This is an optimization exercise on Yosys and OpenROAD, whose aim is small area and a short achievable clock period, not a production implementation.
At most, simulation tests tie the RTL to the original design; equivalence was not proved.
Power is estimated from default activity; no workload was simulated.

Design core_pipeline, start of the top module:
module core_pipeline
    #(
      parameter ADDRESS_SIZE = 10,
      parameter DATA_SIZE = 32
     )
    (
    input wire i_clk,
    input wire i_rst_n,
    input wire i_sys_stop,
    input wire i_sys_start,
    input wire signed [DATA_SIZE - 1:0] i_data,
    input wire [15:0] i_instruction,
    output wire o_read,
    output wire o_write,
    output wire [ADDRESS_SIZE - 1:0] o_address,
    output wire signed [DATA_SIZE - 1:0] o_data,
    output wire [ADDRESS_SIZE - 1:0] o_program_counter
    );
    reg r_sys_halt;
    always @(posedge i_clk)
    begin
        if (i_sys_stop)
            r_sys_halt <= 1'b1;
        else if (i_sys_start)
            r_sys_halt <= 1'b0;
    end
    reg [ADDRESS_SIZE - 1:0] r_pc;      
    reg [15:0] r_ir_read;               
    reg [15:0] r_ir_exec;               
    reg        r_wr_we;                 
    reg        r_wr_load;               
    reg [2:0]  r_wr_dest;               
    reg [DATA_SIZE - 1:0] r_wr_result;  
    reg [DATA_SIZE - 1:0] r_rf [0:7];   
    wire [15:0] ir = r_ir_exec;
    wire g_alu  = ir[15:14] == 2'b11;
    wire g_brl  = ir[15:14] == 2'b01;
    wire g_mem  = ir[15:14] == 2'b00;
    wire g_ctrl = ir[15:14] == 2'b10;
    wire i_arith = g_alu & ~ir[13];
    wire i_logic = g_alu & ir[13] & ~ir[9];
    wire i_halt  = g_alu & ir[9];
    wire i_loadc = g_mem & (ir[13:12] == 2'b01);
    reg r_ex_store, r_ex_load;           
    wire i_store = r_ex_store;
    wire i_load  = r_ex_load;
    wire i_shl   = g_brl & ir[13];
    wire i_shr   = g_brl & ~ir[13];
    wire ex_we = (g_alu & ~ir[9]) | g_brl | i_loadc | i_load;
    wire [2:0] ex_dest = g_mem ? ir[10:8] : ir[8:6];
    wire [15:0] ir_rd = r_ir_read;
    wire [2:0] rd_idx_p = ir_rd[2:0];
    wire [2:0] rd_idx_q = (ir_rd[15:14] == 2'b11) ? ir_rd[5:3] :
                          (ir_rd[15:12] == 4'b0011) ? ir_rd[2:0] :
                          (ir_rd[15:14] == 2'b00) ? ir_rd[10:8] : ir_rd[8:6];
    wire rd_fwd_p = ex_we & (ex_dest == rd_idx_p);
    wire rd_fwd_q = ex_we & (ex_dest == rd_idx_q);
    reg [7:0] r_sel_p, r_sel_q;
    reg r_fwd_p_res, r_fwd_p_ld, r_fwd_q_res, r_fwd_q_ld;
    integer s;
    always @(posedge i_clk)
    begin
        if (~r_sys_halt)
        begin
            for (s = 0; s < 8; s = s + 1)
            begin
  ...
Settings: LEC_CHECK=0, CAP_MARGIN=20, CORE_MARGIN=2, CORE_UTILIZATION=55, PLACE_DENSITY=0.65, SETUP_SLACK_MARGIN=3.6, SLEW_MARGIN=20, SYNTH_HIERARCHICAL=1, TNS_END_PERCENT=0, BUFFER_PORTS_ARGS=-buffer_cell sky130_fd_sc_hd__buf_2; clock period 7.0 ns.
standard.sh (not shown) runs the stock make flow with config.mk's settings and CLKGATE_MAP_FILE= SYNTH_SCRIPT=/design/flow/synth_recipe.tcl, a recipe that flattens the netlist after the stock synthesis.
==> flow/flow/run.sh <==
#!/bin/bash
# Layout flow: the standard flow (standard.sh, unchanged synthesis),
# with the port buffers made of buf_2 cells instead of the slow delay-cell
# buffers the resizer otherwise picks (and cannot resize away).
set -euo pipefail
echo 'export BUFFER_PORTS_ARGS = -buffer_cell sky130_fd_sc_hd__buf_2' >> config.mk
bash standard.sh > standard_flow.log 2>&1
The baseline finished with timing, DRC and antenna clean.
Next try:
--- a/flow/flow/run.sh
+++ b/flow/flow/run.sh
@@ -3,3 +3,3 @@
 # with the port buffers made of buf_2 cells instead of the slow delay-cell
-# buffers the resizer otherwise picks (and cannot resize away).
+# buffers (clkdlybuf4s50) the flow otherwise picks.
 set -euo pipefail
Settings changed: CORE_UTILIZATION 55 to 60, PLACE_DENSITY 0.65 to 0.7.
Effect:
- global-route usage climbs by 2.8 points
- power climbs by 0.47%
- worst setup slack improves by 0.042 ns
- clock-buffer cell count is unchanged
- wire length climbs by 0.35%
- worst hold slack improves by 0.0090 ns
- die area drops by 8.2%
- sequential share of layout area barely changes
- cell count barely changes

========
Starting RTL as in the previous note.
Settings: LEC_CHECK=0, CAP_MARGIN=20, CORE_MARGIN=2, CORE_UTILIZATION=50, PLACE_DENSITY=0.5, SETUP_SLACK_MARGIN=3.6, SLEW_MARGIN=20, SYNTH_HIERARCHICAL=1, TNS_END_PERCENT=0, BUFFER_PORTS_ARGS=-buffer_cell sky130_fd_sc_hd__buf_2; clock period 7.0 ns.
==> flow/flow/run.sh <==
#!/bin/bash
# Layout flow: the standard flow (standard.sh, unchanged synthesis),
# with the port buffers made of buf_2 cells instead of the slow delay-cell
# buffers (clkdlybuf4s50) the flow otherwise picks.
set -euo pipefail
echo 'export BUFFER_PORTS_ARGS = -buffer_cell sky130_fd_sc_hd__buf_2' >> config.mk
bash standard.sh > standard_flow.log 2>&1
==> next run, changes <==
- PLACE_DENSITY: 0.5 -> 0.6
Outcome: Clock-buffer cell count decreases by 9. Maximum frequency hardly moves. Combinational power decreases by a few percent. Non-clock buffer count decreases by 40. Critical path depth increases by 1. Global-route usage decreases by 1.5 points. Routed wire length decreases by a few percent.
==> next run, changes <==
- CORE_UTILIZATION: 50 -> 45
- PLACE_DENSITY: 0.6 -> 0.55
=> Cell count increases by 2.8%. Cell area increases by 0.82%. Wire length increases by 3.3%. Power increases by 0.30%. Synthesized area is unchanged. Via count hardly moves. Sequential cell count is unchanged.

========
Setup of job 1375:
Another version of the RTL of core_pipeline (not shown whole).
Size in the first run: about 110 I/O pins, roughly 24000 um^2 of cells after synthesis.
clock: 7.0 ns
lec_check: 0
cap_margin: 20
core_margin: 2
core_utilization: 55
place_density: 0.65
setup_slack_margin: 3.6
slew_margin: 20
synth_hierarchical: 1
tns_end_percent: 0
buffer_ports_args: -buffer_cell sky130_fd_sc_hd__buf_2
==> flow/flow/run.sh <==
#!/bin/bash
# Layout flow: the standard flow (standard.sh, unchanged synthesis),
# with the port buffers made of buf_2 cells instead of the slow delay-cell
# buffers the resizer otherwise picks (and cannot resize away).
set -euo pipefail
echo 'export BUFFER_PORTS_ARGS = -buffer_cell sky130_fd_sc_hd__buf_2' >> config.mk
bash standard.sh > standard_flow.log 2>&1
Inputs modified between job 1375 and job 6296:
==> flow/flow/run.sh <==
#!/bin/bash
# Layout flow: the standard flow (standard.sh, unchanged synthesis),
# with the port buffers made of buf_4 cells instead of the slow delay-cell
# buffers the resizer otherwise picks (and cannot resize away).
set -euo pipefail
echo 'export BUFFER_PORTS_ARGS = -buffer_cell sky130_fd_sc_hd__buf_4' >> config.mk
bash standard.sh > standard_flow.log 2>&1
diff --git a/flow/config.mk b/flow/config.mk
--- a/flow/config.mk
+++ b/flow/config.mk
@@ -14,3 +14,3 @@
 export SYNTH_HIERARCHICAL = 1
 export TNS_END_PERCENT = 0
-export BUFFER_PORTS_ARGS = -buffer_cell sky130_fd_sc_hd__buf_2
+export BUFFER_PORTS_ARGS = -buffer_cell sky130_fd_sc_hd__buf_4
Results
Compared with job 1375, in job 6296 proportion of total power due to net switching moved up; highest fanout seen on the critical path now smaller; routed wire length grew by 640 um; via count of the first global-routing pass has increased. Summary of the comparison: area growth from synthesis to layout is higher in job 6296, relative to job 1375. Job 1375 → job 6296: final cell count without fillers closely matched the old numbers; routed length per instance increased by 0.88% relative to the old numbers. Relative to job 1375, the instance count on the critical path of job 6296 is higher by 6. Delta (job 6296 minus job 1375): sequential cell area share decreased 0.37 points, sequential power essentially unchanged, power share of the clock group decreased 1.0 points.
Function was not checked in any run of this note: the RTL went through the layout flow alone.

========
run F:
Another version of the RTL of core_pipeline (not shown whole).
For scale: roughly 340 flip-flops, roughly 110 I/O pins, about 25000 µm² of cells after synthesis.
clock: 7.0 ns
lec_check: 0
cap_margin: 20
core_margin: 2
core_utilization: 40
place_density: 0.45
slew_margin: 20
synth_hierarchical: 1
run.sh (not shown) runs the stock make flow with config.mk's settings and CLKGATE_MAP_FILE= SYNTH_SCRIPT=/design/flow/synth_recipe.tcl, a recipe that flattens the netlist after the stock synthesis.
Stock flow here: none of the scripts above is used.
The following lists how run H was set up differently from run F:
# run F
export LEC_CHECK = 0
export CAP_MARGIN = 20
export CORE_MARGIN = 2
export CORE_UTILIZATION = 40
export PLACE_DENSITY = 0.45
export SLEW_MARGIN = 20
export SYNTH_HIERARCHICAL = 1
create_clock -name core_clock -period 7.0 [get_ports {i_clk}]
# run H
export LEC_CHECK = 0
export CAP_MARGIN = 20
export CORE_MARGIN = 2
export CORE_UTILIZATION = 40
export PLACE_DENSITY = 0.45
export SETUP_SLACK_MARGIN = 2.0
export SLEW_MARGIN = 20
export SYNTH_HIERARCHICAL = 1
export BUFFER_PORTS_ARGS = -buffer_cell sky130_fd_sc_hd__buf_4
create_clock -name core_clock -period 7.0 [get_ports {i_clk}]
==> flow/flow/run.sh (new file) <==
#!/bin/bash
# Layout flow: the standard flow (standard.sh, unchanged synthesis),
# with the port buffers made of buf_4 cells instead of the slow delay-cell
# buffers the resizer otherwise picks (and cannot resize away).
set -euo pipefail
echo 'export BUFFER_PORTS_ARGS = -buffer_cell sky130_fd_sc_hd__buf_4' >> config.mk
bash standard.sh > standard_flow.log 2>&1
==> flow/standard.sh (new file) <==
#!/bin/bash
# synth_recipe.tcl (not shown) runs the flow's synth.tcl, then flattens the netlist and writes it again
# the make line also repeats each setting of config.mk as NAME=value (left out here)
make -C /OpenROAD-flow-scripts/flow DESIGN_CONFIG=/design/flow/config.mk WORK_HOME=/design/flow/orfs CLKGATE_MAP_FILE= SYNTH_SCRIPT=/design/flow/synth_recipe.tcl "${@:-finish}"
removed: flow/run.sh
--- outcome ---
Against run F, number of clock-tree buffers in the layout in run H rose slightly.
Compare run H and run F | sequential share of cell area lower: run H
Re synthesis-to-layout area growth: run H and run F aren't equal, and the higher value belongs to run H.
Run H — combinational power about 3% higher, run F as reference
On post-layout minimum cycle time, run H does better than run F.
Of the two values seen for launch point of the critical path, r_fwd_q_res was produced by run F and r_idx_q[1] by run H.
Against run F as the reference, run H delivers a higher final area.
No run of this note included a check of the RTL's function; only the layout flow was run.

========
Starting RTL as in the previous note.
// core_pipeline
module core_pipeline
    #(
      parameter ADDRESS_SIZE = 10,
      parameter DATA_SIZE = 32
     )
    (
    input wire i_clk,
    input wire i_rst_n,
    input wire i_sys_stop,
    input wire i_sys_start,
    input wire signed [DATA_SIZE - 1:0] i_data,
    input wire [15:0] i_instruction,
    output wire o_read,
    output wire o_write,
    output wire [ADDRESS_SIZE - 1:0] o_address,
    output wire signed [DATA_SIZE - 1:0] o_data,
    output wire [ADDRESS_SIZE - 1:0] o_program_counter
    );
    reg r_sys_halt;
    always @(posedge i_clk)
    begin
        if (i_sys_stop)
            r_sys_halt <= 1'b1;
        else if (i_sys_start)
            r_sys_halt <= 1'b0;
    end
    reg [ADDRESS_SIZE - 1:0] r_pc;      
    reg [15:0] r_ir_read;               
    reg [15:0] r_ir_exec;               
    reg        r_wr_we;                 
    reg        r_wr_load;               
    reg [2:0]  r_wr_dest;               
    reg [DATA_SIZE - 1:0] r_wr_result;  
    reg [DATA_SIZE - 1:0] r_rf [0:7];   
    wire [15:0] ir = r_ir_exec;
    wire g_alu  = ir[15:14] == 2'b11;
    wire g_brl  = ir[15:14] == 2'b01;
    wire g_mem  = ir[15:14] == 2'b00;
    wire g_ctrl = ir[15:14] == 2'b10;
    wire i_arith = g_alu & ~ir[13];
    wire i_logic = g_alu & ir[13] & ~ir[9];
    wire i_halt  = g_alu & ir[9];
    wire i_loadc = g_mem & (ir[13:12] == 2'b01);
    wire i_store = g_mem & (ir[13:12] == 2'b10);
    wire i_load  = g_mem & (ir[13:12] == 2'b11);
    wire i_shl   = g_brl & ir[13];
    wire i_shr   = g_brl & ~ir[13];
    wire ex_we = (g_alu & ~ir[9]) | g_brl | i_loadc | i_load;
  ...
clock: 7.0 ns
lec_check: 0
abc_area: 1
cap_margin: 20
core_margin: 2
core_utilization: 40
place_density: 0.45
setup_slack_margin: 1.5
slew_margin: 20
synth_hierarchical: 1
Stock flow here: none of the scripts above is used.
Next try:
==> flow/flow/run.sh (new file) <==
#!/bin/bash
# Layout flow: the standard flow (standard.sh, unchanged synthesis),
# with the port buffers made of buf_4 cells instead of the slow delay-cell
# buffers the resizer otherwise picks (and cannot resize away).
set -euo pipefail
echo 'export BUFFER_PORTS_ARGS = -buffer_cell sky130_fd_sc_hd__buf_4' >> config.mk
bash standard.sh > standard_flow.log 2>&1
==> flow/standard.sh (new file) <==
#!/bin/bash
# synth_recipe.tcl (not shown) runs the flow's synth.tcl, then flattens the netlist and writes it again
# the make line also repeats each setting of config.mk as NAME=value (left out here)
make -C /OpenROAD-flow-scripts/flow DESIGN_CONFIG=/design/flow/config.mk WORK_HOME=/design/flow/orfs CLKGATE_MAP_FILE= SYNTH_SCRIPT=/design/flow/synth_recipe.tcl "${@:-finish}"
- ABC_AREA: 1 -> not set
- BUFFER_PORTS_ARGS: not set -> -buffer_cell sky130_fd_sc_hd__buf_4
- SETUP_SLACK_MARGIN: 1.5 -> 3.0
removed: flow/run.sh
Result: The new run passed the timing, design-rule and antenna checks; clock skew barely changes; maximum frequency rises by about a fifth; count of clock-buffer cells in the layout is unchanged.
No functional check of the RTL was part of any run of this note.

==> afterwards: timing with drivers on the ports <==
In the flow no input, the clock included, has a driving cell. The finished layouts below were timed again as built, in two steps. Step 1 sets driving cells, clkbuf_16 on the clock port and buf_2 on the other inputs (assumed; they add their load-dependent delay and slew). Step 2 moves the port delays by t, midway between the first and last clock arrival at a register: inputs arrive t later, outputs are due t later. That takes back most of the time a late clock gives input paths. Slacks: ideal ports / drivers / drivers and shift; pairs: ideal ports / drivers.
run | shift t [ns] | setup WS [ns] | hold slack, ns | worst slew at a driven data input, ns
the first run of note 1 | 0.639 | 3.165 / 3.143 / 2.721 | 0.454 / 0.454 / 0.454 | 0.11
the second run of note 1 | 0.623 | 3.208 / 3.154 / 2.734 | 0.463 / 0.463 / 0.463 | 0.11
the first run of note 2 | 0.624 | 3.244 / 3.220 / 2.847 | 0.452 / 0.452 / 0.452 | 0.13
the second run of note 2 | 0.653 | 3.238 / 3.181 / 2.790 | 0.454 / 0.454 / 0.454 | 0.13
the third run of note 2 | 0.645 | 3.110 / 3.110 / 2.703 | 0.449 / 0.449 / 0.449 | 0.10
job 1375 | 0.638 | 2.863 / 2.869 / 2.265 | 0.470 / 0.470 / 0.470 | 0.14
job 6296 | 0.634 | 2.877 / 2.890 / 2.256 | 0.489 / 0.489 / 0.489 | 0.15
run F | 0.648 | 1.141 / 1.098 / 1.141 | 0.454 / 0.454 / 0.454 | 0.06
run H | 0.651 | 2.108 / 2.108 / 2.108 | 0.456 / 0.456 / 0.456 | 0.06
the first run of note 5 | 0.668 | 1.627 / 1.553 / 1.935 | 0.450 / 0.450 / 0.450 | 0.07
the second run of note 5 | 0.646 | 2.403 / 2.353 / 2.395 | 0.458 / 0.458 / 0.458 | 0.07
After both steps every run listed still meets setup and hold. The setup slack of job 6296, which loses most, moves by +0.013 ns with the drivers and by -0.621 ns with both steps.
